Context: an optimization exercise on an open-source flow, tuned for small area, a short achievable clock period and few clock cycles. The choices shown serve that exercise and are no tape-out recipe.
Only simulation tests tie the RTL to the original design; equivalence was not proved.
Power figures rest on the tool's default switching activity, not on a simulated workload.

==> flow/design.v (outline; a module is shown in full before it is edited, if it fits) <==
// module msdap_piso: 21 lines
// module msdap_channel: 141 lines
// module msdap_tree: 2638 lines
// module MSDAP: 79 lines
module MSDAP (
	input         Sclk,
	input         Start,
	input         Reset_n,
	input         Frame,
	input  [15:0] InputL,
	input  [15:0] InputR,
	output        InReady,
	output        OutReady,
	output        OutputL,
	output        OutputR
);
  // ...
==> flow/run.sh <==
#!/bin/bash
# synth_recipe.tcl (not shown) runs the flow's synth.tcl, then flattens the netlist and writes it again
# the make line also repeats each setting of config.mk as NAME=value (left out here)
make -C /OpenROAD-flow-scripts/flow DESIGN_CONFIG=/design/flow/config.mk WORK_HOME=/design/flow/orfs CLKGATE_MAP_FILE= SYNTH_SCRIPT=/design/flow/synth_recipe.tcl finish
==> flow/config.mk <==
export PLATFORM = sky130hd
export DESIGN_NAME = MSDAP
export DESIGN_NICKNAME = MSDAP
export VERILOG_FILES = /design/flow/design.v
export SDC_FILE = /design/flow/constraint.sdc
export NUM_CORES = 4
export LEC_CHECK = 0
export CAP_MARGIN = 20
export CORE_MARGIN = 2
export CORE_UTILIZATION = 40
export PLACE_DENSITY = 0.6
export SLEW_MARGIN = 20
==> flow/constraint.sdc <==
create_clock -name core_clock -period 12.0 [get_ports {Sclk}]
set_input_delay 2.4000 -clock core_clock [delete_from_list [all_inputs] [get_ports {Sclk}]]
set_output_delay 2.4000 -clock core_clock [all_outputs]
set_load 0.01 [all_outputs]
==> results.yml, run 1 <==
placement:
  place.gp.congestion: 0.865
  dp_slack_ns: 6.83
  io_buffer_count: 39
die:
  core_area_sq_um: 475000
  io_pins: 40
logic_synthesis:
  synth_flop_cell: "dfxtp_1"
  netlist_area_sq_um: 191000
  synth.area.top_cells: "dfxtp_1 37%, edfxtp_1 34%, fa_1 9.7%"
clock_network:
  post-cts-setup-buffers: 0
  clkTransAtPathRegs_ns: 0.06
  cts_max_level: 6
drt:
  met2_length_um: 167000
  wl_met1_um: 181000
  drtIter0Drc: 8009
  num_vias: 93237
run:
  maxCapViolCount: 0
layout:
  seq_area_sq_um: 137000
  post-route-util_pct: 45.8
  design_area_sq_um: 218000
power_and_ir_drop:
  p_seq_share_pct: 51.1
  maxPowerGroup: "registers"
  p_per_area_nw_per_um2: 189
timing:
  fin_ws_ns: 6.82
  max_slew_margin_pct: 15.8
grt:
  grt_pass1_vias: 93420
  antenna_found_initial: 28
  grt-busiest-layer: "met2"
status:
  outcome: "no timing/DRC/antenna violations"
critical_path:
  critPathSlowestCell: "buf_4"
  cp.arrival_ns: 6.10
  startpoint_type: "flop"
  critical_path_class: "flop to flop"
  crit_path_max_incr_delay_ns: 0.76
Testbench counts, summed over its fixed seeds: cycles 26,129.
==> module msdap_channel, before the edit <==
module msdap_channel (
	input             clk,
	input      [5:0]  t,         
	input      [15:0] din,       
	input             ins,       
	input             wclr,      
	input             tap_go,    
	input             tap_start, 
	input             rst,       
	input             va_n,      
	input             vb_n,      
	input             first,     
	input             cpa,       
	input             pload,     
	output            pend_n,    
	output            obit
);
	reg [15:0] X [0:63];
	integer i;
	always @(posedge clk) begin
		for (i = 0; i < 64; i = i + 1)
			if (!ins)
				X[i] <= X[(i + 1) % 64];
		if (ins && t[5])
			X[0] <= din;
		if (ins && !t[5])
			X[32] <= din;
	end
	wire [15:0] xa_n = ins ? (t[5] ? din : X[0]) : X[1];
	wire [15:0] xb_n = ins ? (t[5] ? X[32] : din) : X[33];
	reg  [4:0] j;         
	reg  [7:0] rc;        
	reg        needr;     
	reg        sdone;     
	reg        pend;
	reg  [5:0] pd;
	reg        ps;
	wire [3:0] rj_idx  = 4'd15 - (j[3:0] - 4'd1);
	wire       rj_here = needr && (t[4:0] == {1'b0, rj_idx});
	wire [7:0] rj_val  = t[5] ? X[32][7:0] : X[0][7:0];
	wire       upd     = pend && !needr && !sdone && (t[4:0] == pd[4:0]);
	wire       upd_b   = t[5] ^ pd[5];
	assign pend_n = tap_go || (pend && !upd && !sdone);
	always @(posedge clk) begin
		if (rst) begin
			pend  <= 1'b0;
			needr <= 1'b0;
			sdone <= 1'b1;
		end else begin
			if (tap_start) begin
				j     <= 5'd1;
				needr <= 1'b1;
				sdone <= 1'b0;
			end else if (rj_here) begin
				if (rj_val != 8'd0) begin
					rc    <= rj_val;
					needr <= 1'b0;
				end else if (j == 5'd16) begin
					needr <= 1'b0;
					sdone <= 1'b1;
				end else
					j <= j + 5'd1;
			end else if (upd) begin
				rc <= rc - 8'd1;
				if (rc == 8'd1) begin
					if (j == 5'd16)
						sdone <= 1'b1;
					else begin
						j     <= j + 5'd1;
						needr <= 1'b1;
					end
				end
			end
			pend <= pend_n;
			if (tap_go) begin
				pd <= din[5:0];
				ps <= din[8];
			end
		end
	end
	reg  [23:0] W [0:63];
	wire [15:0] onehot = 16'd1 << (j[3:0] - 4'd1);
	wire [23:0] dlt    = {8'd0, onehot} ^ {24{ps}};
	wire [23:0] wsum   = (upd_b ? W[32] : W[0]) + dlt + {23'd0, ps};
	always @(posedge clk) begin
		for (i = 0; i < 64; i = i + 1)
			if (i != 31 && i != 63)
				W[i] <= W[i + 1];
		W[63] <= wclr ? 24'd0 : (upd && !upd_b) ? wsum : W[0];
		W[31] <= wclr ? 24'd0 : (upd &&  upd_b) ? wsum : W[32];
	end
	function [23:0] booth;    
		input [15:0] x;
		input        v;
		integer k;
		reg b2, b1, b0;
		begin
			booth = 24'd0;
			for (k = 0; k < 8; k = k + 1) begin
				b2 = x[2*k+1];
				b1 = x[2*k];
				b0 = (k == 0) ? 1'b0 : x[2*k-1];
				booth[16+k] = v & (b1 ^ b0);
				booth[8+k]  = v & ((b2 & ~b1 & ~b0) | (~b2 & b1 & b0));
				booth[k]    = v & b2 & ~(b1 & b0);
			end
		end
	endfunction
	reg [23:0] bda, bdb;
	always @(posedge clk) begin
		bda <= booth(xa_n, va_n);
		bdb <= booth(xb_n, vb_n);
	end
	reg  [39:0] a0, a1, a2;
	wire [39:0] r0, r1, r2;
	wire [39:0] g0 = first ? 40'd0 : a0;
	wire [39:0] g1 = first ? 40'd0 : a1;
	wire [39:0] g2 = first ? 40'd0 : a2;
	msdap_tree tree (
		.ha(W[0]), .hb(W[32]),
		.oa(bda[23:16]), .ta(bda[15:8]), .na(bda[7:0]),
		.ob(bdb[23:16]), .tb(bdb[15:8]), .nb(bdb[7:0]),
		.a0(g0), .a1(g1), .a2(g2), .r0(r0), .r1(r1), .r2(r2)
	);
	reg  [6:0]  nc;
	always @(posedge clk) begin
		a0 <= r0;
		a1 <= r1;
		a2 <= r2;
		nc <= (first ? 7'd0 : nc) + {6'd0, bda[7]} + {6'd0, bdb[7]};
	end
	localparam [39:0] CORR = 40'd0 - (40'd1 << 31) - (40'd1 << 33)
	                         - (40'd1 << 35) - (40'd1 << 37) - (40'd1 << 39);
	reg  [39:0] y, sh;
	always @(posedge clk) begin
		if (cpa)
			y <= a0 + a1 + a2 + {19'd0, nc, 14'd0} + CORR;
		sh <= pload ? y : {sh[38:0], 1'b0};
	end
	assign obit = sh[39];
endmodule
==> module MSDAP, before the edit <==
module MSDAP (
	input         Sclk,
	input         Start,
	input         Reset_n,
	input         Frame,
	input  [15:0] InputL,
	input  [15:0] InputR,
	output        InReady,
	output        OutReady,
	output        OutputL,
	output        OutputR
);
	reg  [15:0] inl, inr;
	reg         rdy;
	reg         fr;           
	reg         dph;          
	reg         st_q, sr_q;   
	reg  [7:0]  wcnt;         
	reg  [5:0]  t;
	reg  [6:0]  nsamp;
	reg         comp;         
	reg         cpa;          
	wire xfer = Frame && rdy;
	wire kill = !Start || (dph && !Reset_n);
	wire clr  = st_q || sr_q;
	wire w_r   = (wcnt < 8'd16);
	wire w_s   = (wcnt == 8'd144);
	wire ins   = fr && (w_r || w_s);
	wire ins_s = fr && w_s;
	wire tap_go    = fr && !w_r && !w_s;
	wire tap_start = fr && (wcnt == 8'd15);
	wire lap_end   = (t[4:0] == 5'd31);
	wire [5:0] t_n     = st_q ? 6'd0 : t + 6'd1;
	wire [7:0] wcnt_n  = st_q ? 8'd0 : (fr && !w_s) ? wcnt + 8'd1 : wcnt;
	wire [6:0] nsamp_n = clr ? 7'd0 : (ins_s && nsamp != 7'd64) ? nsamp + 7'd1 : nsamp;
	wire       comp_n  = !clr && (lap_end ? ins_s : comp);
	wire       pendL_n, pendR_n;
	wire       pload, yfull_n;
	wire [5:0] ocnt_n;
	wire outok = !(yfull_n && comp_n) && (ocnt_n <= 6'd35 || (!yfull_n && !comp_n));
	wire free  = !pendL_n && !pendR_n;
	wire rdy_n = (wcnt_n < 8'd16) ? (t_n[4:0] == 5'd30) :
	             (wcnt_n < 8'd144) ? (free && !xfer) :
	             (t_n[4:0] == 5'd30) && free && outok;
	always @(posedge Sclk) begin
		inl   <= InputL;
		inr   <= InputR;
		fr    <= xfer;
		st_q  <= !Start;
		sr_q  <= Start && dph && !Reset_n;
		rdy   <= rdy_n && !kill && !clr;
		t     <= t_n;
		wcnt  <= wcnt_n;
		nsamp <= nsamp_n;
		comp  <= comp_n;
		cpa   <= !clr && lap_end && comp;
		dph   <= !st_q && (dph || (xfer && wcnt == 8'd143));
	end
	wire va_n = {1'b0, t_n} < nsamp_n;
	wire vb_n = {1'b0, ~t_n[5], t_n[4:0]} < nsamp_n;
	wire wclr = (wcnt == 8'd0);
	msdap_channel chL (
		.clk(Sclk), .t(t), .din(inl), .ins(ins), .wclr(wclr),
		.tap_go(tap_go), .tap_start(tap_start), .rst(st_q),
		.va_n(va_n), .vb_n(vb_n), .first(t[4:0] == 5'd0), .cpa(cpa),
		.pload(pload), .pend_n(pendL_n), .obit(OutputL)
	);
	msdap_channel chR (
		.clk(Sclk), .t(t), .din(inr), .ins(ins), .wclr(wclr),
		.tap_go(tap_go), .tap_start(tap_start), .rst(st_q),
		.va_n(va_n), .vb_n(vb_n), .first(t[4:0] == 5'd0), .cpa(cpa),
		.pload(pload), .pend_n(pendR_n), .obit(OutputR)
	);
	msdap_piso out (
		.clk(Sclk), .clear(clr), .kill(kill), .ycap(cpa),
		.pload(pload), .ocnt_n(ocnt_n), .yfull_n(yfull_n), .OutReady(OutReady)
	);
	assign InReady = rdy;
endmodule
==> inputs of run 2 (changes only) <==
--- a/flow/design.v
+++ b/flow/design.v
@@ -127,51 +127,55 @@
 			end
 		end
 	endfunction
 	reg [23:0] bda, bdb;
 	always @(posedge clk) begin
 		bda <= booth(xa_n, va_n);
 		bdb <= booth(xb_n, vb_n);
 	end
+	localparam [39:0] CORR = 40'd0 - (40'd1 << 31) - (40'd1 << 33)
+	                         - (40'd1 << 35) - (40'd1 << 37) - (40'd1 << 39);
 	reg  [39:0] a0, a1, a2;
 	wire [39:0] r0, r1, r2;
-	wire [39:0] g0 = first ? 40'd0 : a0;
+	wire [39:0] g0 = first ? CORR : a0;
 	wire [39:0] g1 = first ? 40'd0 : a1;
 	wire [39:0] g2 = first ? 40'd0 : a2;
 	msdap_tree tree (
 		.ha(W[0]), .hb(W[32]),
 		.oa(bda[23:16]), .ta(bda[15:8]), .na(bda[7:0]),
 		.ob(bdb[23:16]), .tb(bdb[15:8]), .nb(bdb[7:0]),
 		.a0(g0), .a1(g1), .a2(g2), .r0(r0), .r1(r1), .r2(r2)
 	);
 	reg  [6:0]  nc;
 	always @(posedge clk) begin
 		a0 <= r0;
 		a1 <= r1;
 		a2 <= r2;
 		nc <= (first ? 7'd0 : nc) + {6'd0, bda[7]} + {6'd0, bdb[7]};
 	end
-	localparam [39:0] CORR = 40'd0 - (40'd1 << 31) - (40'd1 << 33)
-	                         - (40'd1 << 35) - (40'd1 << 37) - (40'd1 << 39);
+	wire [39:0] f0, f1;
+	msdap_fin fin (.nc(nc), .a0(a0), .a1(a1), .a2(a2), .r0(f0), .r1(f1));
 	reg  [39:0] y, sh;
 	always @(posedge clk) begin
 		if (cpa)
-			y <= a0 + a1 + a2 + {19'd0, nc, 14'd0} + CORR;
+			y <= f0 + f1;
 		sh <= pload ? y : {sh[38:0], 1'b0};
 	end
 	assign obit = sh[39];
 endmodule
 module msdap_tree (
 	input  [23:0] ha, hb,
 	input  [7:0] oa, ta, na, ob, tb, nb,
 	input  [39:0] a0,
 	input  [39:0] a1,
 	input  [39:0] a2,
-	output [39:0] r0, output [39:0] r1, output [39:0] r2
+	output [39:0] r0,
+	output [39:0] r1,
+	output [39:0] r2
 );
 	wire pp1;
 	wire pp2;
 	wire pp3;
 	wire pp4;
 	wire pp5;
 	wire pp6;
 	wire pp7;
@@ -2793,16 +2797,287 @@
 	assign c1310 = (c1222 & c1224) | (c1222 & s1225) | (c1224 & s1225);
 	assign s1311 = c1226 ^ c1228 ^ s1229;
 	assign c1312 = (c1226 & c1228) | (c1226 & s1229) | (c1228 & s1229);
 	assign s1313 = c1230 ^ c1232 ^ s1233;
 	assign r0 = {s1234, s1231, s1227, s1223, s1219, s1215, s1211, s1207, s1203, s1199, s1195, s1191, s1187, s1183, s1179, s1175, s1171, s1167, s1163, s1159, s1155, s1151, s1147, s1143, s1139, s1135, s1131, s1127, s1123, s1119, s1115, s1111, s1107, s1103, s1099, s1095, s1091, s1087, s1083, s865};
 	assign r1 = {c1312, c1310, c1308, c1306, c1304, c1302, c1300, c1298, c1296, c1294, c1292, c1290, c1288, c1286, c1284, c1282, c1280, c1278, c1276, c1274, c1272, c1270, c1268, c1266, c1264, c1262, c1260, c1258, c1256, c1254, c1252, c1250, c1248, c1246, c1244, c1242, c1240, c1238, c1236, s1079};
 	assign r2 = {s1313, s1311, s1309, s1307, s1305, s1303, s1301, s1299, s1297, s1295, s1293, s1291, s1289, s1287, s1285, s1283, s1281, s1279, s1277, s1275, s1273, s1271, s1269, s1267, s1265, s1263, s1261, s1259, s1257, s1255, s1253, s1251, s1249, s1247, s1245, s1243, s1241, s1239, s1237, s1235};
 endmodule
+module msdap_fin (
+	input  [6:0] nc,
+	input  [39:0] a0,
+	input  [39:0] a1,
+	input  [39:0] a2,
+	output [39:0] r0,
+	output [39:0] r1
+);
+	wire s1;
+	wire c2;
+	wire s3;
+	wire c4;
+	wire s5;
+	wire c6;
+	wire s7;
+	wire c8;
+	wire s9;
+	wire c10;
+	wire s11;
+	wire c12;
+	wire s13;
+	wire c14;
+	wire s15;
+	wire c16;
+	wire s17;
+	wire c18;
+	wire s19;
+	wire c20;
+	wire s21;
+	wire c22;
+	wire s23;
+	wire c24;
+	wire s25;
+	wire c26;
+	wire s27;
+	wire c28;
+	wire s29;
+	wire c30;
+	wire s31;
+	wire c32;
+	wire s33;
+	wire c34;
+	wire s35;
+	wire c36;
+	wire s37;
+	wire c38;
+	wire s39;
+	wire c40;
+	wire s41;
+	wire c42;
+	wire s43;
+	wire c44;
+	wire s45;
+	wire c46;
+	wire s47;
+	wire c48;
+	wire s49;
+	wire c50;
+	wire s51;
+	wire s52;
+	wire c53;
+	wire s54;
+	wire c55;
+	wire s56;
+	wire c57;
+	wire s58;
+	wire c59;
+	wire s60;
+	wire c61;
+	wire s62;
+	wire c63;
+	wire s64;
+	wire c65;
+	wire s66;
+	wire c67;
+	wire s68;
+	wire c69;
+	wire s70;
+	wire c71;
+	wire s72;
+	wire c73;
+	wire s74;
+	wire c75;
+	wire s76;
+	wire c77;
+	wire s78;
+	wire c79;
+	wire s80;
+	wire c81;
+	wire s82;
+	wire c83;
+	wire s84;
+	wire c85;
+	wire s86;
+	wire c87;
+	wire s88;
+	wire c89;
+	wire s90;
+	wire c91;
+	wire s92;
+	wire c93;
+	wire s94;
+	wire c95;
+	wire s96;
+	wire c97;
+	wire s98;
+	wire c99;
+	wire s100;
+	wire c101;
+	wire s102;
+	wire c103;
+	wire s104;
+	wire c105;
+	wire s106;
+	wire c107;
+	wire s108;
+	wire c109;
+	wire s110;
+	wire c111;
+	wire s112;
+	wire c113;
+	wire s114;
+	wire c115;
+	wire s116;
+	wire c117;
+	wire s118;
+	wire c119;
+	wire s120;
+	wire c121;
+	wire s122;
+	wire c123;
+	wire s124;
+	wire c125;
+	wire s126;
+	wire c127;
+	wire s128;
+	wire c129;
+	wire s130;
+	assign s1 = a0[14] ^ a1[14];
+	assign c2 = a0[14] & a1[14];
+	assign s3 = a0[15] ^ a1[15] ^ a2[15];
+	assign c4 = (a0[15] & a1[15]) | (a0[15] & a2[15]) | (a1[15] & a2[15]);
+	assign s5 = a0[16] ^ a1[16] ^ a2[16];
+	assign c6 = (a0[16] & a1[16]) | (a0[16] & a2[16]) | (a1[16] & a2[16]);
+	assign s7 = a0[17] ^ a1[17] ^ a2[17];
+	assign c8 = (a0[17] & a1[17]) | (a0[17] & a2[17]) | (a1[17] & a2[17]);
+	assign s9 = a0[18] ^ a1[18] ^ a2[18];
+	assign c10 = (a0[18] & a1[18]) | (a0[18] & a2[18]) | (a1[18] & a2[18]);
+	assign s11 = a0[19] ^ a1[19] ^ a2[19];
+	assign c12 = (a0[19] & a1[19]) | (a0[19] & a2[19]) | (a1[19] & a2[19]);
+	assign s13 = a0[20] ^ a1[20] ^ a2[20];
+	assign c14 = (a0[20] & a1[20]) | (a0[20] & a2[20]) | (a1[20] & a2[20]);
+	assign s15 = a0[21] ^ a1[21];
+	assign c16 = a0[21] & a1[21];
+	assign s17 = a0[22] ^ a1[22];
+	assign c18 = a0[22] & a1[22];
+	assign s19 = a0[23] ^ a1[23];
+	assign c20 = a0[23] & a1[23];
+	assign s21 = a0[24] ^ a1[24];
+	assign c22 = a0[24] & a1[24];
+	assign s23 = a0[25] ^ a1[25];
+	assign c24 = a0[25] & a1[25];
+	assign s25 = a0[26] ^ a1[26];
+	assign c26 = a0[26] & a1[26];
+	assign s27 = a0[27] ^ a1[27];
+	assign c28 = a0[27] & a1[27];
+	assign s29 = a0[28] ^ a1[28];
+	assign c30 = a0[28] & a1[28];
+	assign s31 = a0[29] ^ a1[29];
+	assign c32 = a0[29] & a1[29];
+	assign s33 = a0[30] ^ a1[30];
+	assign c34 = a0[30] & a1[30];
+	assign s35 = a0[31] ^ a1[31];
+	assign c36 = a0[31] & a1[31];
+	assign s37 = a0[32] ^ a1[32];
+	assign c38 = a0[32] & a1[32];
+	assign s39 = a0[33] ^ a1[33];
+	assign c40 = a0[33] & a1[33];
+	assign s41 = a0[34] ^ a1[34];
+	assign c42 = a0[34] & a1[34];
+	assign s43 = a0[35] ^ a1[35];
+	assign c44 = a0[35] & a1[35];
+	assign s45 = a0[36] ^ a1[36];
+	assign c46 = a0[36] & a1[36];
+	assign s47 = a0[37] ^ a1[37];
+	assign c48 = a0[37] & a1[37];
+	assign s49 = a0[38] ^ a1[38];
+	assign c50 = a0[38] & a1[38];
+	assign s51 = a0[39] ^ a1[39];
+	assign s52 = a0[0] ^ a1[0];
+	assign c53 = a0[0] & a1[0];
+	assign s54 = a0[1] ^ a1[1] ^ a2[1];
+	assign c55 = (a0[1] & a1[1]) | (a0[1] & a2[1]) | (a1[1] & a2[1]);
+	assign s56 = a0[2] ^ a1[2] ^ a2[2];
+	assign c57 = (a0[2] & a1[2]) | (a0[2] & a2[2]) | (a1[2] & a2[2]);
+	assign s58 = a0[3] ^ a1[3] ^ a2[3];
+	assign c59 = (a0[3] & a1[3]) | (a0[3] & a2[3]) | (a1[3] & a2[3]);
+	assign s60 = a0[4] ^ a1[4] ^ a2[4];
+	assign c61 = (a0[4] & a1[4]) | (a0[4] & a2[4]) | (a1[4] & a2[4]);
+	assign s62 = a0[5] ^ a1[5] ^ a2[5];
+	assign c63 = (a0[5] & a1[5]) | (a0[5] & a2[5]) | (a1[5] & a2[5]);
+	assign s64 = a0[6] ^ a1[6] ^ a2[6];
+	assign c65 = (a0[6] & a1[6]) | (a0[6] & a2[6]) | (a1[6] & a2[6]);
+	assign s66 = a0[7] ^ a1[7] ^ a2[7];
+	assign c67 = (a0[7] & a1[7]) | (a0[7] & a2[7]) | (a1[7] & a2[7]);
+	assign s68 = a0[8] ^ a1[8] ^ a2[8];
+	assign c69 = (a0[8] & a1[8]) | (a0[8] & a2[8]) | (a1[8] & a2[8]);
+	assign s70 = a0[9] ^ a1[9] ^ a2[9];
+	assign c71 = (a0[9] & a1[9]) | (a0[9] & a2[9]) | (a1[9] & a2[9]);
+	assign s72 = a0[10] ^ a1[10] ^ a2[10];
+	assign c73 = (a0[10] & a1[10]) | (a0[10] & a2[10]) | (a1[10] & a2[10]);
+	assign s74 = a0[11] ^ a1[11] ^ a2[11];
+	assign c75 = (a0[11] & a1[11]) | (a0[11] & a2[11]) | (a1[11] & a2[11]);
+	assign s76 = a0[12] ^ a1[12] ^ a2[12];
+	assign c77 = (a0[12] & a1[12]) | (a0[12] & a2[12]) | (a1[12] & a2[12]);
+	assign s78 = a0[13] ^ a1[13] ^ a2[13];
+	assign c79 = (a0[13] & a1[13]) | (a0[13] & a2[13]) | (a1[13] & a2[13]);
+	assign s80 = a2[14] ^ nc[0] ^ s1;
+	assign c81 = (a2[14] & nc[0]) | (a2[14] & s1) | (nc[0] & s1);
+	assign s82 = nc[1] ^ c2 ^ s3;
+	assign c83 = (nc[1] & c2) | (nc[1] & s3) | (c2 & s3);
+	assign s84 = nc[2] ^ c4 ^ s5;
+	assign c85 = (nc[2] & c4) | (nc[2] & s5) | (c4 & s5);
+	assign s86 = nc[3] ^ c6 ^ s7;
+	assign c87 = (nc[3] & c6) | (nc[3] & s7) | (c6 & s7);
+	assign s88 = nc[4] ^ c8 ^ s9;
+	assign c89 = (nc[4] & c8) | (nc[4] & s9) | (c8 & s9);
+	assign s90 = nc[5] ^ c10 ^ s11;
+	assign c91 = (nc[5] & c10) | (nc[5] & s11) | (c10 & s11);
+	assign s92 = nc[6] ^ c12 ^ s13;
+	assign c93 = (nc[6] & c12) | (nc[6] & s13) | (c12 & s13);
+	assign s94 = a2[21] ^ c14 ^ s15;
+	assign c95 = (a2[21] & c14) | (a2[21] & s15) | (c14 & s15);
+	assign s96 = a2[22] ^ c16 ^ s17;
+	assign c97 = (a2[22] & c16) | (a2[22] & s17) | (c16 & s17);
+	assign s98 = a2[23] ^ c18 ^ s19;
+	assign c99 = (a2[23] & c18) | (a2[23] & s19) | (c18 & s19);
+	assign s100 = a2[24] ^ c20 ^ s21;
+	assign c101 = (a2[24] & c20) | (a2[24] & s21) | (c20 & s21);
+	assign s102 = a2[25] ^ c22 ^ s23;
+	assign c103 = (a2[25] & c22) | (a2[25] & s23) | (c22 & s23);
+	assign s104 = a2[26] ^ c24 ^ s25;
+	assign c105 = (a2[26] & c24) | (a2[26] & s25) | (c24 & s25);
+	assign s106 = a2[27] ^ c26 ^ s27;
+	assign c107 = (a2[27] & c26) | (a2[27] & s27) | (c26 & s27);
+	assign s108 = a2[28] ^ c28 ^ s29;
+	assign c109 = (a2[28] & c28) | (a2[28] & s29) | (c28 & s29);
+	assign s110 = a2[29] ^ c30 ^ s31;
+	assign c111 = (a2[29] & c30) | (a2[29] & s31) | (c30 & s31);
+	assign s112 = a2[30] ^ c32 ^ s33;
+	assign c113 = (a2[30] & c32) | (a2[30] & s33) | (c32 & s33);
+	assign s114 = a2[31] ^ c34 ^ s35;
+	assign c115 = (a2[31] & c34) | (a2[31] & s35) | (c34 & s35);
+	assign s116 = a2[32] ^ c36 ^ s37;
+	assign c117 = (a2[32] & c36) | (a2[32] & s37) | (c36 & s37);
+	assign s118 = a2[33] ^ c38 ^ s39;
+	assign c119 = (a2[33] & c38) | (a2[33] & s39) | (c38 & s39);
+	assign s120 = a2[34] ^ c40 ^ s41;
+	assign c121 = (a2[34] & c40) | (a2[34] & s41) | (c40 & s41);
+	assign s122 = a2[35] ^ c42 ^ s43;
+	assign c123 = (a2[35] & c42) | (a2[35] & s43) | (c42 & s43);
+	assign s124 = a2[36] ^ c44 ^ s45;
+	assign c125 = (a2[36] & c44) | (a2[36] & s45) | (c44 & s45);
+	assign s126 = a2[37] ^ c46 ^ s47;
+	assign c127 = (a2[37] & c46) | (a2[37] & s47) | (c46 & s47);
+	assign s128 = a2[38] ^ c48 ^ s49;
+	assign c129 = (a2[38] & c48) | (a2[38] & s49) | (c48 & s49);
+	assign s130 = a2[39] ^ c50 ^ s51;
+	assign r0 = {c129, c127, c125, c123, c121, c119, c117, c115, c113, c111, c109, c107, c105, c103, c101, c99, c97, c95, c93, c91, c89, c87, c85, c83, c81, c79, c77, c75, c73, c71, c69, c67, c65, c63, c61, c59, c57, c55, c53, a2[0]};
+	assign r1 = {s130, s128, s126, s124, s122, s120, s118, s116, s114, s112, s110, s108, s106, s104, s102, s100, s98, s96, s94, s92, s90, s88, s86, s84, s82, s80, s78, s76, s74, s72, s70, s68, s66, s64, s62, s60, s58, s56, s54, s52};
+endmodule
 module MSDAP (
 	input         Sclk,
 	input         Start,
 	input         Reset_n,
 	input         Frame,
 	input  [15:0] InputL,
 	input  [15:0] InputR,
 	output        InReady,
@@ -2820,17 +3095,19 @@
 	reg  [6:0]  nsamp;
 	reg         comp;         
 	reg         cpa;          
 	wire xfer = Frame && rdy;
 	wire kill = !Start || (dph && !Reset_n);
 	wire clr  = st_q || sr_q;
 	wire w_r   = (wcnt < 8'd16);
 	wire w_s   = (wcnt == 8'd144);
-	wire ins   = fr && (w_r || w_s);
+	reg  ins;                 
+	reg  rdy_ins;             
+	reg  first;
 	wire ins_s = fr && w_s;
 	wire tap_go    = fr && !w_r && !w_s;
 	wire tap_start = fr && (wcnt == 8'd15);
 	wire lap_end   = (t[4:0] == 5'd31);
 	wire [5:0] t_n     = st_q ? 6'd0 : t + 6'd1;
 	wire [7:0] wcnt_n  = st_q ? 8'd0 : (fr && !w_s) ? wcnt + 8'd1 : wcnt;
 	wire [6:0] nsamp_n = clr ? 7'd0 : (ins_s && nsamp != 7'd64) ? nsamp + 7'd1 : nsamp;
 	wire       comp_n  = !clr && (lap_end ? ins_s : comp);
@@ -2844,36 +3121,39 @@
 	             (t_n[4:0] == 5'd30) && free && outok;
 	always @(posedge Sclk) begin
 		inl   <= InputL;
 		inr   <= InputR;
 		fr    <= xfer;
 		st_q  <= !Start;
 		sr_q  <= Start && dph && !Reset_n;
 		rdy   <= rdy_n && !kill && !clr;
+		rdy_ins <= (wcnt_n < 8'd16) || (wcnt_n >= 8'd144);
+		ins   <= xfer && rdy_ins;
+		first <= (t_n[4:0] == 5'd0);
 		t     <= t_n;
 		wcnt  <= wcnt_n;
 		nsamp <= nsamp_n;
 		comp  <= comp_n;
 		cpa   <= !clr && lap_end && comp;
 		dph   <= !st_q && (dph || (xfer && wcnt == 8'd143));
 	end
 	wire va_n = {1'b0, t_n} < nsamp_n;
 	wire vb_n = {1'b0, ~t_n[5], t_n[4:0]} < nsamp_n;
 	wire wclr = (wcnt == 8'd0);
 	msdap_channel chL (
 		.clk(Sclk), .t(t), .din(inl), .ins(ins), .wclr(wclr),
 		.tap_go(tap_go), .tap_start(tap_start), .rst(st_q),
-		.va_n(va_n), .vb_n(vb_n), .first(t[4:0] == 5'd0), .cpa(cpa),
+		.va_n(va_n), .vb_n(vb_n), .first(first), .cpa(cpa),
 		.pload(pload), .pend_n(pendL_n), .obit(OutputL)
 	);
 	msdap_channel chR (
 		.clk(Sclk), .t(t), .din(inr), .ins(ins), .wclr(wclr),
 		.tap_go(tap_go), .tap_start(tap_start), .rst(st_q),
-		.va_n(va_n), .vb_n(vb_n), .first(t[4:0] == 5'd0), .cpa(cpa),
+		.va_n(va_n), .vb_n(vb_n), .first(first), .cpa(cpa),
 		.pload(pload), .pend_n(pendR_n), .obit(OutputR)
 	);
 	msdap_piso out (
 		.clk(Sclk), .clear(clr), .kill(kill), .ycap(cpa),
 		.pload(pload), .ocnt_n(ocnt_n), .yfull_n(yfull_n), .OutReady(OutReady)
 	);
 	assign InReady = rdy;
 endmodule
==> run 2 against run 1 <==
Effect of this change: cell area grew 0.45%; clock skew shrank 0.013 ns; largest cell class unchanged; synthesized cell count shrank 0.95%; combinational power decreased by 57%; still clean on timing, DRC and antenna; sequential share of layout area down 0.26 points; non-clock buffer count increased by 1.
==> results.yml, run 2 <==
logic_synthesis:
  synth_seq_cells: 5747
  yosysTopAreaCell: "dfxtp_1"
  async_flop_share_pct: 0
  synth_edf_count: 2168
  yosysSeqAreaShare_pct: 71.3
  netlist_area_sq_um: 192000
  syn_area_per_cell_sq_um: 15.5
  ys_types: 81
  synth_fa_ha_area_share_pct: 11.4
  synth_cells: 12363
  synth_top_family_by_area: "adder cells"
  synth.area.top_cells: "dfxtp_1 37%, edfxtp_1 34%, fa_1 9.6%"
  synthMuxAreaShare_pct: 1.64
  syn_nets: 13588
  synth-warning-count: 7
  synth_common_cells: "3579 x dfxtp_1, 2168 x edfxtp_1, 984 x inv_1"
  synth-xor-area-share_pct: 4.70
  synthSimpleGateAreaFrac_pct: 3.03
  synth.most_common_cell: "dfxtp_1"
  synth_flop_cell: "dfxtp_1"
  synth_top_area_share_pct: 37.4
  synth-compound-area-share_pct: 4.81
clock_network:
  cts_max_level: 6
  clock_sinks: 5747
  cts_tree: "yes"
  postCtsHoldBufs: 0
  ctsResizeCount: 0
  cts_buffers: 560
  clockBufferDepth: 4
  root_buffer: "clkbuf_16"
  clkTransAtPathRegs_ns: 0.06
  post-cts-setup-buffers: 0
  clk_latency_ns: 1.06
timing:
  skew_ns: 0.108
  period_share_pct: 42.5
  tightest_slew_ns: 1.18
  fin_ws_ns: 6.90
  fin_tns_setup_ns: 0
  setup_viol: 0
  layout_min_cycle_time_ns: 5.10
  rsz0062_at_grt: "false"
  max_slew_margin_pct: 21.0
  timing_hold_violations_final: 0
  fmax_mhz: 196
  drv_slew: 0
worst_hold_path:
  hp-start: "chL.W[11][6]"
  min_to: "chL.W[10][6]"
  hold_depth: 0
  hold_path.class: "flop to flop"
critical_path:
  startpoint_type: "flop"
  reg2reg_depth: 18
  cp_data_required_time_ns: 12.87
  r2r_slack_ns: 6.90
  cp.arrival_ns: 5.97
  r2r-start: "chL.j[0]"
  cp_max_fo: 8
  path_cells: "inv_1 -> ha_1 -> nor2_1 -> a21oi_1 -> o21ai_0 -> nand2_1 -> xnor2_1 -> ha_1 -> nor2b_1 -> o21ai_1 -> a21boi_0 -> o21ai_1 -> a21oi_1 -> o21ai_1 -> a211oi_1 -> or4_1 -> nand3_1 -> a21oi_1"
  crit_path_max_incr_delay_ns: 0.84
  cp_top_family: "compound AO/OA/AOI/OAI gates"
  critPathBufInv: 1
  r2r-end: "chL.W[63][22]"
  critPathSlowestCell: "o21ai_0"
  end_kind: "flop"
  critical_path_class: "flop to flop"
grt:
  grt_max_degree: 198
  antenna_found_initial: 19
  grt_pass1_vias: 92493
  grt_pass1_wl_um: 573000
  grt_overflow: 0
  track_usage_pct: 15.5
layout:
  final_nets: 13806
  post-route-util_pct: 45.8
  final_common_cell: "dfxtp_1"
  drive_gt1_share_pct: 10.4
  instances_no_fill: 19456
  layout_common_cells: "3541 x dfxtp_1, 2168 x edfxtp_1, 984 x inv_1, 922 x fa_1, 738 x a22oi_1"
  num-fill-cells: 41646
  top_regs: "chL.W: 1536 flops, chR.W: 1536 flops"
  area_delta_synth_final_pct: 14.1
drt:
  via_per_inst: 4.70
  drtIter0Drc: 8152
  ant_nets: 0
  avgRoutedWirePerCell_um: 19.4
  dr.pass1.iters: 6
  num_vias: 91470
  drc: 0
  routed_wl_um: 378000
die:
  rows: 254
  io_pins: 40
  initial_core_util_pct: 40.1
  die-area_sq_um: 485000
  dieWidth_um: 696
  core_area_sq_um: 478000
  die_y_um: 696
power_and_ir_drop:
  vdd_drop_max_mv: 0.143
  p_leak_nw: 88.1
  p_per_area_nw_per_um2: 179
placement:
  dp_slack_ns: 7.05
  placed_cells: 18419
  dp_hpwl_um: 235000
  io_buffer_count: 39
  place.gp.congestion: 0.855
status:
  outcome: "no timing/DRC/antenna violations"
run:
  maxCapViolCount: 0
run 2: cell types whose count changed after synthesis, sizes merged, moves of 35 or more:
cell    change
inv        +79
and2       -35
o21ai      -37
mux2       +81
nand2b     +71
mux2i      +41
nand2     -515
nor2b      +82
nor2      +111
run 2: metal layers:
layer	track usage, %	part of all wire [%]	routed length (um)	vias to the layer above
met1	22.1	46	174000	45733
met5	0	0	0	-
met2	23.1	43	163000	2866
li1	-	-	-	41977
met4	5.65	3.6	13700	0
met3	3.52	7.4	27900	894
run 2: layout make-up:
cell class | count | area [sq um] | share of cell area, %
Clock buffer | 763 | 15900 | 7.28
Tap cell | 6400 | 8010 | 3.66
Inverter | 989 | 3740 | 1.71
Multi-Input combinational cell | 5040 | 49100 | 22.4
Timing Repair Buffer | 243 | 2020 | 0.922
Antenna cell | 10 | 25.0 | 0.0114
Sequential cell | 5747 | 137000 | 62.5
Clock inverter | 264 | 3140 | 1.43
run 2: logic make-up after synthesis:
group	Yosys count
AND/OR/NAND/NOR	1201
buffers and inverters	1576
adder cells (fa/ha/maj)	1189
multiplexers	292
XOR/XNOR	1027
AO/OA/AOI/OAI	1331
flip-flops	5747
run 2: worst max-delay path by stage:
stage                          to  slack [ns]  startpoint  cells past startpoint
floorplan            chL.X[10][0]        4.08         ins                      3
global placement    chL.W[63][22]        7.04    chL.j[0]                     18
detailed placement  chL.W[63][22]        7.05    chL.j[0]                     18
CTS                 chL.W[63][22]        6.94    chL.j[0]                     18
global route        chL.W[63][22]        6.51    chL.j[0]                     19
finish              chL.W[63][22]        6.90    chL.j[0]                     18
run 2: stage by stage:
stage               hold WS [ns]  power, W  instance area (sq um)
floorplan                  0.310    0.0216                 192000
global placement           0.310    0.0219                 200000
detailed placement         0.312    0.0219                 200000
CTS                        0.278    0.0397                 219000
global route               0.289    0.0406                 219000
finish                     0.282    0.0391                 219000
run 2: power breakdown:
part           total [W]  switching, W  internal (W)  leakage, nW
clock network     0.0176       0.00740        0.0102         9.35
registers         0.0203     0.0000717        0.0202         55.2
logic            0.00120      0.000684      0.000513         23.5
total             0.0391       0.00815        0.0310         88.1
run 2: worst reg2reg max path, delay by kind of cell, from the launching register on:
kind,cells,cell delay (ns)
and+or+nand+nor,5,1.15
AOI/OAI and AO/OA,9,2.29
xor gates and xnor gates,1,0.17
buffers and inverters,1,0.17
DFF,1,0.50
adders and majority gates,2,0.63
Testbench counts of run 2, summed over its fixed seeds: cycles 26,129.
==> inputs of run 3 (changes only) <==
--- a/flow/design.v
+++ b/flow/design.v
@@ -26,2 +26,3 @@
 	input             ins,       
+	input             insb,      
 	input             wclr,      
@@ -34,2 +35,3 @@
 	input             cpa,       
+	input             cpa2,      
 	input             pload,     
@@ -49,4 +51,4 @@
 	end
-	wire [15:0] xa_n = ins ? (t[5] ? din : X[0]) : X[1];
-	wire [15:0] xb_n = ins ? (t[5] ? X[32] : din) : X[33];
+	wire [15:0] xa_n = insb ? (t[5] ? din : X[0]) : X[1];
+	wire [15:0] xb_n = insb ? (t[5] ? X[32] : din) : X[33];
 	reg  [4:0] j;         
@@ -64,44 +66,56 @@
 	assign pend_n = tap_go || (pend && !upd && !sdone);
-	always @(posedge clk) begin
+	reg  [4:0] j_n;
+	reg  [7:0] rc_n;
+	reg        needr_n, sdone_n;
+	always @* begin
+		j_n     = j;
+		rc_n    = rc;
+		needr_n = needr;
+		sdone_n = sdone;
 		if (rst) begin
-			pend  <= 1'b0;
-			needr <= 1'b0;
-			sdone <= 1'b1;
-		end else begin
-			if (tap_start) begin
-				j     <= 5'd1;
-				needr <= 1'b1;
-				sdone <= 1'b0;
-			end else if (rj_here) begin
-				if (rj_val != 8'd0) begin
-					rc    <= rj_val;
-					needr <= 1'b0;
-				end else if (j == 5'd16) begin
-					needr <= 1'b0;
-					sdone <= 1'b1;
-				end else
-					j <= j + 5'd1;
-			end else if (upd) begin
-				rc <= rc - 8'd1;
-				if (rc == 8'd1) begin
-					if (j == 5'd16)
-						sdone <= 1'b1;
-					else begin
-						j     <= j + 5'd1;
-						needr <= 1'b1;
-					end
+			needr_n = 1'b0;
+			sdone_n = 1'b1;
+		end else if (tap_start) begin
+			j_n     = 5'd1;
+			needr_n = 1'b1;
+			sdone_n = 1'b0;
+		end else if (rj_here) begin
+			if (rj_val != 8'd0) begin
+				rc_n    = rj_val;
+				needr_n = 1'b0;
+			end else if (j == 5'd16) begin
+				needr_n = 1'b0;
+				sdone_n = 1'b1;
+			end else
+				j_n = j + 5'd1;
+		end else if (upd) begin
+			rc_n = rc - 8'd1;
+			if (rc == 8'd1) begin
+				if (j == 5'd16)
+					sdone_n = 1'b1;
+				else begin
+					j_n     = j + 5'd1;
+					needr_n = 1'b1;
 				end
 			end
-			pend <= pend_n;
-			if (tap_go) begin
-				pd <= din[5:0];
-				ps <= din[8];
-			end
 		end
 	end
+	wire ps_n = tap_go ? din[8] : ps;
+	always @(posedge clk) begin
+		j     <= j_n;
+		rc    <= rc_n;
+		needr <= needr_n;
+		sdone <= sdone_n;
+		pend  <= pend_n && !rst;
+		ps    <= ps_n;
+		if (tap_go)
+			pd <= din[5:0];
+	end
 	reg  [23:0] W [0:63];
-	wire [15:0] onehot = 16'd1 << (j[3:0] - 4'd1);
-	wire [23:0] dlt    = {8'd0, onehot} ^ {24{ps}};
-	wire [23:0] wsum   = (upd_b ? W[32] : W[0]) + dlt + {23'd0, ps};
+	reg  [23:0] dlt;
+	reg         dneg;
+	wire [23:0] wsum   = (upd_b ? W[32] : W[0]) + dlt + {23'd0, dneg};
 	always @(posedge clk) begin
+		dlt  <= {8'd0, 16'd1 << (j_n[3:0] - 4'd1)} ^ {24{ps_n}};
+		dneg <= ps_n;
 		for (i = 0; i < 64; i = i + 1)
@@ -157,5 +171,13 @@
 	reg  [39:0] y, sh;
+	reg  [19:0] h0, h1;
+	reg         hc;
+	wire [20:0] lo = {1'b0, f0[19:0]} + {1'b0, f1[19:0]};
 	always @(posedge clk) begin
+		h0 <= f0[39:20];
+		h1 <= f1[39:20];
+		hc <= lo[20];
 		if (cpa)
-			y <= f0 + f1;
+			y[19:0] <= lo[19:0];
+		if (cpa2)
+			y[39:20] <= h0 + h1 + {19'd0, hc};
 		sh <= pload ? y : {sh[38:0], 1'b0};
@@ -3097,2 +3119,3 @@
 	reg         cpa;          
+	reg         cpa2;         
 	wire xfer = Frame && rdy;
@@ -3105,3 +3128,5 @@
 	reg  first;
-	wire ins_s = fr && w_s;
+	reg  rdy_ins_q;
+	wire insb  = fr && rdy_ins_q;     
+	wire ins_s = ins && dph;
 	wire tap_go    = fr && !w_r && !w_s;
@@ -3130,2 +3155,4 @@
 		ins   <= xfer && rdy_ins;
+		rdy_ins_q <= rdy_ins;
+		cpa2  <= cpa && !clr;
 		first <= (t_n[4:0] == 5'd0);
@@ -3142,5 +3169,5 @@
 	msdap_channel chL (
-		.clk(Sclk), .t(t), .din(inl), .ins(ins), .wclr(wclr),
+		.clk(Sclk), .t(t), .din(inl), .ins(ins), .insb(insb), .wclr(wclr),
 		.tap_go(tap_go), .tap_start(tap_start), .rst(st_q),
-		.va_n(va_n), .vb_n(vb_n), .first(first), .cpa(cpa),
+		.va_n(va_n), .vb_n(vb_n), .first(first), .cpa(cpa), .cpa2(cpa2),
 		.pload(pload), .pend_n(pendL_n), .obit(OutputL)
@@ -3148,5 +3175,5 @@
 	msdap_channel chR (
-		.clk(Sclk), .t(t), .din(inr), .ins(ins), .wclr(wclr),
+		.clk(Sclk), .t(t), .din(inr), .ins(ins), .insb(insb), .wclr(wclr),
 		.tap_go(tap_go), .tap_start(tap_start), .rst(st_q),
-		.va_n(va_n), .vb_n(vb_n), .first(first), .cpa(cpa),
+		.va_n(va_n), .vb_n(vb_n), .first(first), .cpa(cpa), .cpa2(cpa2),
 		.pload(pload), .pend_n(pendR_n), .obit(OutputR)
@@ -3154,3 +3181,3 @@
 	msdap_piso out (
-		.clk(Sclk), .clear(clr), .kill(kill), .ycap(cpa),
+		.clk(Sclk), .clear(clr), .kill(kill), .ycap(cpa2),
 		.pload(pload), .ocnt_n(ocnt_n), .yfull_n(yfull_n), .OutReady(OutReady)
==> run 3 against run 2 <==
Effect of this change: maximum frequency down 3.2%; combinational power down 12%; critical path depth down 2; flip-flop and latch count up 116; die area up 0.95%; critical path type unchanged; worst hold slack better by 0.0031 ns; clock skew down 0.044 ns; via count up 0.74%; setup slack worse by 0.17 ns; cell count up 0.43%; clock power down 3%; largest power group unchanged.
==> results.yml, run 3 <==
grt:
  track_usage_pct: 15.2
  antenna_found_initial: 31
  grt_overflow: 0
  grt_pass1_wl_um: 569000
  grt_max_degree: 208
  grt_pass1_vias: 91988
drt:
  drc: 0
  num_vias: 92146
  ant_nets: 0
  routed_wl_um: 377000
  dr.pass1.iters: 6
  via_per_inst: 4.72
  drtIter0Drc: 7868
  avgRoutedWirePerCell_um: 19.3
power_and_ir_drop:
  power_frac_comb_pct: 2.7
  p_sw_w: 0.00813
  p_per_area_nw_per_um2: 177
  internal_power_w: 0.0308
  vdd_drop_max_mv: 0.150
  p_clk_share_pct: 44.0
  p_leak_nw: 88.0
  p_seq_share_pct: 53.3
  p_sw_share_pct: 20.9
die:
  io_pins: 40
  dieWidth_um: 700
  die_y_um: 700
  die-area_sq_um: 489000
  initial_core_util_pct: 40.1
  rows: 255
  core_area_sq_um: 482000
layout:
  top_regs: "chL.W: 1536 flops, chR.W: 1536 flops"
  area_delta_synth_final_pct: 13.6
  instances_no_fill: 19540
  final_nets: 13883
  layout_common_cells: "3681 x dfxtp_1, 2158 x edfxtp_1, 972 x inv_1, 928 x fa_1, 736 x a22oi_1"
  drive_gt1_share_pct: 9.98
  final_common_cell: "dfxtp_1"
  post-route-util_pct: 45.6
timing:
  holdWs_ns: 0.285
  tightest_slew_ns: 1.27
  fin_tns_setup_ns: 0
  timing_hold_violations_final: 0
  fmax_mhz: 190
  layout_min_cycle_time_ns: 5.27
  setup_viol: 0
  rsz0062_at_grt: "false"
  drv_slew: 0
  skew_ns: 0.0645
  period_share_pct: 43.9
  max_slew_margin_pct: 15.6
logic_synthesis:
  synth.most_common_cell: "dfxtp_1"
  synth_cells: 12437
  synth_top_area_share_pct: 38.3
  synth_seq_cells: 5863
  synth_common_cells: "3705 x dfxtp_1, 2158 x edfxtp_1, 973 x inv_1"
  synth.area.top_cells: "dfxtp_1 38%, edfxtp_1 33%, fa_1 9.6%"
  async_flop_share_pct: 0
  syn_nets: 13658
  syn_area_per_cell_sq_um: 15.6
  yosysSeqAreaShare_pct: 71.8
  yosysTopAreaCell: "dfxtp_1"
  synth_flop_cell: "dfxtp_1"
  synth-warning-count: 7
  ys_types: 82
  synth_edf_count: 2158
  netlist_area_sq_um: 194000
clock_network:
  clk_latency_ns: 1.07
  clock_sinks: 5863
  ctsResizeCount: 0
  clockBufferDepth: 4
  postCtsHoldBufs: 0
  clkTransAtPathRegs_ns: 0.06
  post-cts-setup-buffers: 0
  root_buffer: "clkbuf_16"
  cts_buffers: 549
  cts_max_level: 6
  cts_tree: "yes"
critical_path:
  end_kind: "flop"
  cp_data_required_time_ns: 12.94
  critPathBufInv: 3
  cp_top_family: "compound AO/OA/AOI/OAI gates"
  cp.arrival_ns: 6.21
  critPathSlowestCell: "clkinv_1"
  cp_max_fo: 27
  critical_path_class: "flop to flop"
  startpoint_type: "flop"
  cp_common_cell: "nand2_1"
  crit_path_max_incr_delay_ns: 0.65
  path_cells: "xor2_2 -> buf_4 -> clkinv_1 -> nand2_1 -> nand2_1 -> fa_1 -> inv_1 -> fa_1 -> nor2b_1 -> o31a_1 -> o32ai_1 -> o21ai_0 -> a21boi_0 -> o21ai_0 -> mux2i_1 -> nand2_1"
placement:
  placed_cells: 18535
  io_buffer_count: 39
  place.gp.congestion: 0.842
  dp_hpwl_um: 233000
run:
  maxCapViolCount: 0
worst_hold_path:
  hold_path.class: "flop to flop"
status:
  outcome: "no timing/DRC/antenna violations"
## run 3: cell types whose count changed in the layout (fill, tap and decap cells not counted), moves of 23 or more
cell and change:
a21o_1 -72, clkinv_2 -23, dfxtp_1 +140, mux2i_1 -43, nand2_1 +135, nor2_1 -157, nor2b_1 +27, o21a_1 +34
o21ai_0 +39
## run 3: logic make-up (layout without fill, tap and decap cells)
group	count (synthesis)	count (layout)	synth area share [%]
buf+inv	1573	2237	3.06
simple gates	1206	1206	3.07
xor+xnor	1011	1011	4.58
flops	5863	5863	71.8
other cells	0	14	0
mux	251	251	1.41
fa+ha+maj	1185	1185	11.3
compound gates	1348	1348	4.81
## run 3: metrics by stage
stage,total power (W),cell area [sq um],setup slack [ns]
2_1_floorplan,0.0220,194000,-18.65
3_3_place_gp,0.0222,202000,6.57
3_5_place_dp,0.0223,202000,6.76
4_1_cts,0.0395,220000,6.74
5_1_grt,0.0405,220000,6.22
6_report,0.0390,220000,6.73
## run 3: path summary, 6_finish.rpt
check                           cells after the start  slack [ns]            end        start
worst min-delay path                                0        0.29    chL.W[0][3]  chL.W[1][3]
worst min register to register                      0        0.29    chL.W[0][3]  chL.W[1][3]
worst max register to register                     16        6.73  chL.W[63][16]         t[5]
worst max-delay path                               16        6.73  chL.W[63][16]         t[5]
## run 3: area by class of cell
class	count	area, sq um
Antenna cell	14	35.0
Inverter	985	3700
Clock inverter	247	2950
Tap cell	6425	8040
Multi-Input combinational cell	5001	48700
Sequential cell	5863	139000
Fill cell	41712	262000
Timing Repair Buffer	262	2150
Clock buffer	743	15300
## run 3: layer usage
metal	share of wire, %	vias up	routed length (um)	track usage [%]
met2	43	3000	162000	22.5
met4	4.0	2	15200	6.10
met1	46	46017	173000	21.9
met5	0.0034	-	13	0
li1	-	42223	-	-
met3	7.0	904	26300	3.05
## run 3: power groups by stage
stage / registers [W] / clock network (W) / logic (W)
finish: 0.0208 / 0.0171 / 0.00105
global route: 0.0208 / 0.0185 / 0.00121
CTS: 0.0208 / 0.0177 / 0.00106
detailed placement: 0.0212 / 0 / 0.00105
global placement: 0.0212 / 0 / 0.00103
floorplan: 0.0212 / 0 / 0.000802
Testbench counts of run 3, summed over its fixed seeds: cycles 26,137.
==> inputs of run 4 (changes only) <==
--- a/flow/design.v
+++ b/flow/design.v
@@ -114,13 +114,23 @@
 	reg  [23:0] W [0:63];
-	reg  [23:0] dlt;
+	reg  [23:0] dlt;      
 	reg         dneg;
-	wire [23:0] wsum   = (upd_b ? W[32] : W[0]) + dlt + {23'd0, dneg};
+	reg         upd2, upd2_b, cy;
+	reg  [11:0] dhi;
+	wire [23:0] wsel = upd_b ? W[32] : W[0];
+	wire [12:0] wlo  = {1'b0, wsel[11:0]} + {1'b0, dlt[11:0]} + {12'd0, dneg};
+	wire [11:0] whi  = (upd2_b ? W[31][23:12] : W[63][23:12]) + dhi + {11'd0, cy};
 	always @(posedge clk) begin
-		dlt  <= {8'd0, 16'd1 << (j_n[3:0] - 4'd1)} ^ {24{ps_n}};
-		dneg <= ps_n;
+		dlt    <= {8'd0, 16'd1 << (j_n[3:0] - 4'd1)} ^ {24{ps_n}};
+		dneg   <= ps_n;
+		upd2   <= upd;
+		upd2_b <= upd_b;
+		cy     <= wlo[12];
+		dhi    <= dlt[23:12];
 		for (i = 0; i < 64; i = i + 1)
-			if (i != 31 && i != 63)
+			if (i != 30 && i != 31 && i != 62 && i != 63)
 				W[i] <= W[i + 1];
-		W[63] <= wclr ? 24'd0 : (upd && !upd_b) ? wsum : W[0];
-		W[31] <= wclr ? 24'd0 : (upd &&  upd_b) ? wsum : W[32];
+		W[63] <= wclr ? 24'd0 : (upd && !upd_b) ? {W[0][23:12], wlo[11:0]} : W[0];
+		W[31] <= wclr ? 24'd0 : (upd &&  upd_b) ? {W[32][23:12], wlo[11:0]} : W[32];
+		W[62] <= (upd2 && !upd2_b) ? {whi, W[63][11:0]} : W[63];
+		W[30] <= (upd2 &&  upd2_b) ? {whi, W[31][11:0]} : W[31];
 	end
==> flow/flow/run.sh (new file) <==
#!/bin/bash
# Layout flow: the standard flow (standard.sh, unchanged synthesis and
# steps), with timing repair aimed well past the 12 ns clock: repair_timing
# works until the setup slack reaches SETUP_SLACK_MARGIN and may resize cells
# to any footprint.  The constraints (constraint.sdc) are not changed.
set -euo pipefail
cd "$(dirname "$0")/.."
bash standard.sh SETUP_SLACK_MARGIN=8.2 MATCH_CELL_FOOTPRINT=0 finish > flow_standard.log 2>&1
==> flow/standard.sh (new file) <==
#!/bin/bash
# synth_recipe.tcl (not shown) runs the flow's synth.tcl, then flattens the netlist and writes it again
# the make line also repeats each setting of config.mk as NAME=value (left out here)
make -C /OpenROAD-flow-scripts/flow DESIGN_CONFIG=/design/flow/config.mk WORK_HOME=/design/flow/orfs CLKGATE_MAP_FILE= SYNTH_SCRIPT=/design/flow/synth_recipe.tcl "${@:-finish}"
removed: flow/run.sh
==> run 4 against run 3 <==
Effect of this change: cell area grew 1.4%; non-clock buffer count grew 18; global-route usage grew 0.21 points; core utilization grew 0.63 points; clock-buffer cell count grew 44; critical path type is now flop to primary output.
==> results.yml, run 4 <==
critical_path:
  crit_path_max_incr_delay_ns: 0.36
  r2r-start: "chR.W[0][18]"
  cp.arrival_ns: 1.60
  crit_start: "rdy"
  startpoint_type: "flop"
  cp_top_family: "flip-flops"
  cp_max_fo: 2
  critPathSlowestCell: "dfxtp_2"
  path_cells: "buf_12"
  end_kind: "primary output"
  critical_path_class: "flop to primary output"
  cp_data_required_time_ns: 9.60
  critPathBufInv: 1
timing:
  rsz0062_at_grt: "true"
  timing_hold_violations_final: 0
  fin_tns_setup_ns: 0
  drv_slew: 0
  setup_viol: 0
  holdWs_ns: 0.239
  tightest_slew_ns: 1.06
  skew_ns: 0.121
  fmax_mhz: 250
  max_slew_margin_pct: 29.6
  layout_min_cycle_time_ns: 4.00
  period_share_pct: 33.4
clock_network:
  postCtsHoldBufs: 0
  cts_tree: "yes"
  cts_buffers: 569
  clk_latency_ns: 1.10
  root_buffer: "clkbuf_16"
  cts_max_level: 6
  clock_sinks: 5879
  clockBufferDepth: 4
  clkTransAtPathRegs_ns: 0.06
power_and_ir_drop:
  p_per_area_nw_per_um2: 179
  power_w: 0.0399
  p_leak_nw: 89.6
  vdd_drop_max_mv: 0.148
logic_synthesis:
  async_flop_share_pct: 0
  synth_flop_cell: "dfxtp_1"
  synth_edf_count: 2158
  synth_cells: 12567
  synth-warning-count: 7
  synth.most_common_cell: "dfxtp_1"
  ys_types: 84
  synth_top_area_share_pct: 38.5
  netlist_area_sq_um: 194000
  syn_nets: 13790
  yosysSeqAreaShare_pct: 71.9
  syn_area_per_cell_sq_um: 15.4
  synth_seq_cells: 5879
  synth_common_cells: "3721 x dfxtp_1, 2158 x edfxtp_1, 980 x inv_1"
  yosysTopAreaCell: "dfxtp_1"
  synth.area.top_cells: "dfxtp_1 38%, edfxtp_1 33%, fa_1 9.6%"
drt:
  drc: 0
  via_per_inst: 4.69
  routed_wl_um: 385000
  avgRoutedWirePerCell_um: 19.5
  routed-wl-met3_um: 30600
  num_vias: 92638
  met2_length_um: 160000
  top_layer_used: "met5"
  drtIter0Drc: 8406
  dr.pass1.iters: 6
  wl_met1_um: 179000
  ant_nets: 0
placement:
  io_buffer_count: 39
  placed_cells: 18630
  dp_hpwl_um: 231000
  place.gp.congestion: 0.832
layout:
  drive_gt1_share_pct: 10.5
  final_nets: 14064
  seq_area_sq_um: 140000
  instances_no_fill: 19755
  area_delta_synth_final_pct: 15.1
  top_regs: "chL.W: 1536 flops, chR.W: 1536 flops"
  final_common_cell: "dfxtp_1"
  num-fill-cells: 41596
  multi_input_area_sq_um: 48900
  layout_common_cells: "3656 x dfxtp_1, 2158 x edfxtp_1, 976 x inv_1, 932 x fa_1, 735 x a22oi_1"
die:
  initial_core_util_pct: 40.2
  io_pins: 40
  die_y_um: 700
  dieWidth_um: 700
  die-area_sq_um: 490000
  core_area_sq_um: 482000
  rows: 255
grt:
  antenna_found_initial: 39
  grt_pass1_vias: 91919
  grt_max_degree: 214
  track_usage_pct: 15.4
  grt_pass1_wl_um: 573000
  grt_overflow: 0
worst_hold_path:
  hold_path.class: "flop to flop"
  hp-start: "chR.W[23][21]"
run:
  maxCapViolCount: 0
status:
  outcome: "no timing/DRC/antenna violations"
run 4: area by class of cell:
| class | count | area share, % |
|---|---|---|
| Clock inverter | 244 | 1.51 |
| Timing Repair inverter | 2 | 0.00449 |
| Multi-Input combinational cell | 5122 | 21.9 |
| Tap cell | 6425 | 3.60 |
| Sequential cell | 5879 | 62.6 |
| Antenna cell | 29 | 0.0325 |
| Inverter | 987 | 1.68 |
| Clock buffer | 787 | 7.23 |
| Timing Repair Buffer | 280 | 1.47 |
run 4: worst paths after layout:
check | end | slack [ns] | depth (start not counted)
min reg2reg | chR.W[22][21] | 0.24 | 0
max reg2reg | chR.a2[22] | 8.25 | 9
min | chR.W[22][21] | 0.24 | 0
max | InReady | 8.00 | 1
run 4: timing repair:
| action | in CTS | in global routing |
|---|---|---|
| cloned | 5 | 2 |
| gates resized for setup | 148 | 162 |
| pin swaps | 2 | 11 |
| buffers inserted | 14 | 41 |
| endpoints found under the setup margin | 1152 | 132 |
run 4: per-stage QoR:
step,setup WS [ns],instance area [sq um],utilization (%)
2_1_floorplan,-21.03,194000,-
3_3_place_gp,6.03,202000,41.8
3_5_place_dp,5.94,202000,41.8
4_1_cts,7.88,222000,46.0
5_1_grt,7.90,223000,46.2
6_report,8.00,223000,46.2
run 4: worst register-to-register path: cells and delay by family (launching register included):
| kind | cells | cell delay [ns] |
|---|---|---|
| adders and majority gates | 5 | 2.57 |
| buffers and inverters | 2 | 0.33 |
| AOI/OAI and AO/OA | 1 | 0.16 |
| DFF | 1 | 0.41 |
| xor gates and xnor gates | 1 | 0.18 |
run 4: metal layers:
metal / track usage (%) / vias up
met5: 0 / -
met4: 6.02 / 2
met3: 3.57 / 893
met2: 22.0 / 3171
met1: 22.6 / 46040
li1: - / 42532
run 4: cells by family after synthesis:
group | synth area share [%]
AOI/OAI and AO/OA | 4.59
xor gates and xnor gates | 4.58
adders and majority gates | 11.3
buffers and inverters | 3.06
DFF | 71.9
muxes | 0.989
and+or+nand+nor | 3.61
run 4: report_power, final:
group	total [W]	internal, W	switching [W]
clock network	0.0180	0.0103	0.00762
logic	0.00110	0.000461	0.000634
registers	0.0208	0.0207	0.0000919
total	0.0399	0.0315	0.00835
Testbench counts of run 4, summed over its fixed seeds: cycles 26,137.

-- static timing again, ports no longer ideal --
How much do the figures lean on ideal ports? The routed layouts below were timed once more, with nothing changed but the port constraints.
Step 1 (the two cells are an assumption about what drives the block):
set clk [get_ports {Sclk}]
set_driving_cell -lib_cell sky130_fd_sc_hd__clkbuf_16 $clk
set_driving_cell -lib_cell sky130_fd_sc_hd__buf_2 [delete_from_list [all_inputs] $clk]
Step 2 moves the port delays by t, midway between the first and last clock arrival at a register: inputs arrive t later, outputs are due t later. That takes back most of the time a late clock gives input paths.
a / b / c = ideal ports / drivers / drivers and shift; a / b = the first two.
| run | t (ns) | slack for setup (ns) | worst slew at a driven data input, ns |
|---|---|---|---|
| run 1 | 1.108 | 6.815 / 6.815 / 6.815 | 0.07 |
| run 2 | 1.135 | 6.903 / 6.903 / 6.903 | 0.05 |
| run 3 | 1.135 | 6.732 / 6.732 / 6.732 | 0.09 |
| run 4 | 1.154 | 7.997 / 7.882 / 7.805 | 0.32 |
After both steps every run listed still meets setup and hold. For run 4, which loses most, drivers alone change the setup slack by -0.115 ns; drivers and shift together by -0.192 ns.
